Background: an optimization exercise with open tools, aiming at small area and a short achievable clock period. Do not read the settings as production practice.
RTL that was checked went through simulation tests only; none was proved equivalent to the original.
No activity file was given, so power comes from the tool's default toggle rates.

==> inputs of delta <==
// alu_instrmem_top
module alu_instrmem_top(input clk,
        input reset,
        output [7:0] imem_addr,
        input [15:0] imem_data,
        output [9:0] dmem_addr,
        output [15:0] dmem_wdata,
        output dmem_we,
        input [15:0] dmem_rdata,
        output logic ovf_ctrl,
        output logic take_branch
    );
==> module main_adder, before the edit <==
module main_adder(
    input  logic [15:0] A,
    input  logic [15:0] b,
    output logic [15:0] p,
    output logic [15:0] sum,
    output logic        ovf
);
    logic [16:0] c;
    pfx_add #(16, 4) add (.a(A), .b(b), .p(p), .c(c));
    assign sum = p ^ c[15:0];
    assign ovf = ~p[15] & (c[15] ^ A[15]);
endmodule
==> module alu_instrmem_top, before the edit <==
module alu_instrmem_top(input clk,
        input reset,
        output [7:0] imem_addr,
        input [15:0] imem_data,
        output [9:0] dmem_addr,
        output [15:0] dmem_wdata,
        output dmem_we,
        input [15:0] dmem_rdata,
        output logic ovf_ctrl,
        output logic take_branch
    );
    wire [15:0] i = imem_data;
    wire [2:0] ra = i[9:7];
    wire [2:0] rb = i[4:2];
    wire f0 = i[15:13] == 3'b000;
    wire f2 = i[15:13] == 3'b010;
    wire f4 = i[15:13] == 3'b100;
    wire f6 = i[15:13] == 3'b110;
    wire f7 = i[15:13] == 3'b111;
    wire is_lw   = f2;
    wire is_sw   = f6 & (i[1:0] == 2'b00);
    wire is_beqz = f6 & (i[1:0] == 2'b01);
    wire is_bnez = f7;
    wire is_add  = f4 & (i[11:10] == 2'b01) & (i[1:0] == 2'b10);
    wire is_srai = f4 & (i[11:10] == 2'b01) & (i[1:0] == 2'b01);
    wire is_lgc  = f4 & (i[11:10] == 2'b11) & (i[6:5] != 2'b00);
    wire is_andi = f4 & (i[11:10] == 2'b10);
    wire is_addi = f0 & (i[1:0] == 2'b01);
    wire is_slli = f0 & (i[1:0] == 2'b10);
    wire we = is_lw | is_add | is_srai | is_lgc | is_andi | is_addi | is_slli;
    wire [2:0] wa = i[14] ? rb : ra;
    logic [15:0] R [0:7];
    logic [7:0] valid;
    logic [15:0] wd;
    always_ff @(posedge clk or posedge reset)
        if (reset) valid <= 8'd0;
        else if (we) valid[wa] <= 1'b1;
    always_ff @(posedge clk)
        if (we) R[wa] <= wd;
    wire [5:0] imm6 = {i[12], i[6:2]};
    logic [15:0] A, b;
    always_comb begin
        b = i[15] ? 16'd0 : {{10{i[12]}}, imm6};
        for (int k = 0; k < 8; k++)
            if (rb == k && valid[k] && i[15]) b = b | R[k];
        A = 16'd0;
        for (int k = 0; k < 8; k++)
            if (ra == k && valid[k]) A = A | R[k];
    end
    wire [4:0] imm5 = {i[5], i[12], i[11:10], i[6]};
    logic [4:0] ap;
    logic [5:0] ac;
    pfx_add #(5, 3) addr_add (.a(A[6:2]), .b(imm5), .p(ap), .c(ac));
    wire [4:0] alo = ap ^ ac[4:0];
    wire [2:0] ahi1 = A[9:7] + 3'd1;
    wire [2:0] ahi = ac[5] ? ahi1 : A[9:7];    
    assign dmem_addr = {ahi, alo, A[1:0]};
    wire ovf_mem = ~A[15] & (&A[14:7]) & ac[5];
    logic [15:0] P, sum;
    logic ovf_alu;
    main_adder u_add (.A(A), .b(b), .p(P), .sum(sum), .ovf(ovf_alu));
    assign ovf_ctrl = ((is_lw | is_sw) & ovf_mem) | ((is_add | is_addi) & ovf_alu);
    wire t_g = i[10] & i[6];             
    wire t_p = i[10] & ~(i[6] & i[5]);   
    wire [15:0] lg = (A & ({16{t_g}} & ~P)) | ({16{t_p}} & P)
                   | {10'd0, {6{~i[10]}} & A[5:0] & imm6};
    wire [5:0] sh = imm6;
    logic [15:0] Ar, x, y, yr;
    always_comb for (int k = 0; k < 16; k++) Ar[k] = A[15-k];
    assign x = i[15] ? A : Ar;                  
    wire fill = i[15] & A[15];
    wire [31:0] xs = {{16{fill}}, x} >> sh[3:0];
    assign y = (sh[5:4] != 2'b00) ? {16{fill}} : xs[15:0];
    always_comb for (int k = 0; k < 16; k++) yr[k] = y[15-k];
    wire s_rd  = i[14];                                       
    wire s_sum = ~i[14] & (i[15] ? (~i[11] & i[1]) : ~i[1]);  
    wire s_yr  = ~i[14] & ~i[15] & i[1];                      
    wire s_y   = ~i[14] & i[15] & ~i[11] & ~i[1];             
    wire s_lg  = ~i[14] & i[15] & i[11];                      
    assign wd = ({16{s_rd}} & dmem_rdata) | ({16{s_sum}} & sum) | ({16{s_yr}} & yr)
              | ({16{s_y}} & y) | ({16{s_lg}} & lg);
    assign dmem_we = is_sw;
    assign dmem_wdata = b;                      
    wire az = A == 16'd0;
    assign take_branch = (is_beqz & az) | (is_bnez & ~az);
    wire [7:0] off = {i[12], i[6:5], i[2], i[11:10], i[4:3]};
    wire [7:0] inc = take_branch ? off : 8'd1;
    logic [7:0] pc;
    always_ff @(posedge clk or posedge reset)
        if (reset) pc <= 8'd0;
        else pc <= pc + inc;
    assign imem_addr = pc;
endmodule
clock: 10.0 ns
lec_check: 0
cap_margin: 20
core_margin: 2
core_utilization: 40
setup_slack_margin: 4
slew_margin: 20
synth_hierarchical: 1
synth_minimum_keep_size: 0
tns_end_percent: 0
standard.sh (not shown) runs the stock make flow with config.mk's settings and CLKGATE_MAP_FILE= SYNTH_SCRIPT=/design/flow/synth_recipe.tcl, a recipe that flattens the netlist after the stock synthesis.
==> flow/flow/run.sh <==
#!/bin/bash
# Own layout flow: the standard synthesis, then the standard ORFS layout
# with port buffers that start at the smallest buffer (timing repair upsizes
# the ones that matter), a clock tree built from mid-size clock buffers
# without dummy loads, and setup repair by cell sizing and pin swaps only
# (no inserted buffers or cloned gates). Each step's full output goes to a
# log file here.
set -euo pipefail
bash standard.sh synth > synth.log 2>&1
bash standard.sh \
  "BUFFER_PORTS_ARGS=-buffer_cell sky130_fd_sc_hd__buf_1" \
  "CTS_ARGS=-sink_clustering_enable -repair_clock_nets -dont_use_dummy_load -buf_list {sky130_fd_sc_hd__clkbuf_4 sky130_fd_sc_hd__clkbuf_8}" \
  "SETUP_MOVE_SEQUENCE=unbuffer,sizeup,swap" \
  finish > layout.log 2>&1
==> xenon: changes against delta <==
--- a/flow/design.v
+++ b/flow/design.v
@@ -27,16 +27,4 @@
         for (int k = 0; k < W; k++) c[k+1] = g[L][k];
     end
-endmodule
-module main_adder(
-    input  logic [15:0] A,
-    input  logic [15:0] b,
-    output logic [15:0] p,
-    output logic [15:0] sum,
-    output logic        ovf
-);
-    logic [16:0] c;
-    pfx_add #(16, 4) add (.a(A), .b(b), .p(p), .c(c));
-    assign sum = p ^ c[15:0];
-    assign ovf = ~p[15] & (c[15] ^ A[15]);
 endmodule
 `timescale 1ns / 1ps
@@ -99,7 +87,9 @@
     assign dmem_addr = {ahi, alo, A[1:0]};
     wire ovf_mem = ~A[15] & (&A[14:7]) & ac[5];
-    logic [15:0] P, sum;
-    logic ovf_alu;
-    main_adder u_add (.A(A), .b(b), .p(P), .sum(sum), .ovf(ovf_alu));
+    logic [15:0] P;
+    logic [16:0] C;
+    pfx_add #(16, 4) main_add (.a(A), .b(b), .p(P), .c(C));
+    wire [15:0] sum = P ^ C[15:0];
+    wire ovf_alu = ~P[15] & (C[15] ^ A[15]);
     assign ovf_ctrl = ((is_lw | is_sw) & ovf_mem) | ((is_add | is_addi) & ovf_alu);
     wire t_g = i[10] & i[6];             
==> summary.txt <==
- Clock-buffer cell count is the same in xenon and delta.
- Flip-flop and latch count is the same in xenon and delta.
- In xenon the combinational power is lower than in delta, by about 5%.
- Non-clock buffer count: xenon is lower than delta (6).
- delta passed the timing, DRC and antenna checks. xenon ran to the end with no violations.
- In delta the global-route usage is lower than in xenon, by 1.2 points.
- Sequential share of layout area: delta is lower than xenon (0.73 points).
- Between delta and xenon, the lower worst hold slack is in delta (gap 0.0036 ns).
- In xenon the critical path depth is lower than in delta, by 3.
- In delta the wire length is smaller than in xenon, by 0.93%.
- Of xenon and delta, delta has the higher synthesized cell count (gap about 1.9%, measured against delta).
Function not checked in delta: the RTL went through the layout flow alone.

-- port drivers added, routing unchanged --
The results above use ideal ports. As a check the final layouts listed here were re-extracted and re-timed, cells and wires unchanged.
Step 1 (the two cells are an assumption about what drives the block):
set clk [get_ports {clk}]
set_driving_cell -lib_cell sky130_fd_sc_hd__clkbuf_16 $clk
set_driving_cell -lib_cell sky130_fd_sc_hd__buf_2 [delete_from_list [all_inputs] $clk]
Step 2 also shifts input and output timing later by t, the mid clock arrival at the registers, as if the neighbouring blocks saw the same clock.
Three values: ideal ports, drivers, drivers and shift; two values: the first two.
run	t, ns	setup slack, ns	cell pins on the clock port's net
delta	0.484	2.788 / 2.742 / 2.742	1
xenon	0.480	2.674 / 2.608 / 2.608	1
After both steps every run listed still meets setup and hold. For xenon, which loses most, drivers alone change the setup slack by -0.066 ns; drivers and shift together by -0.066 ns.
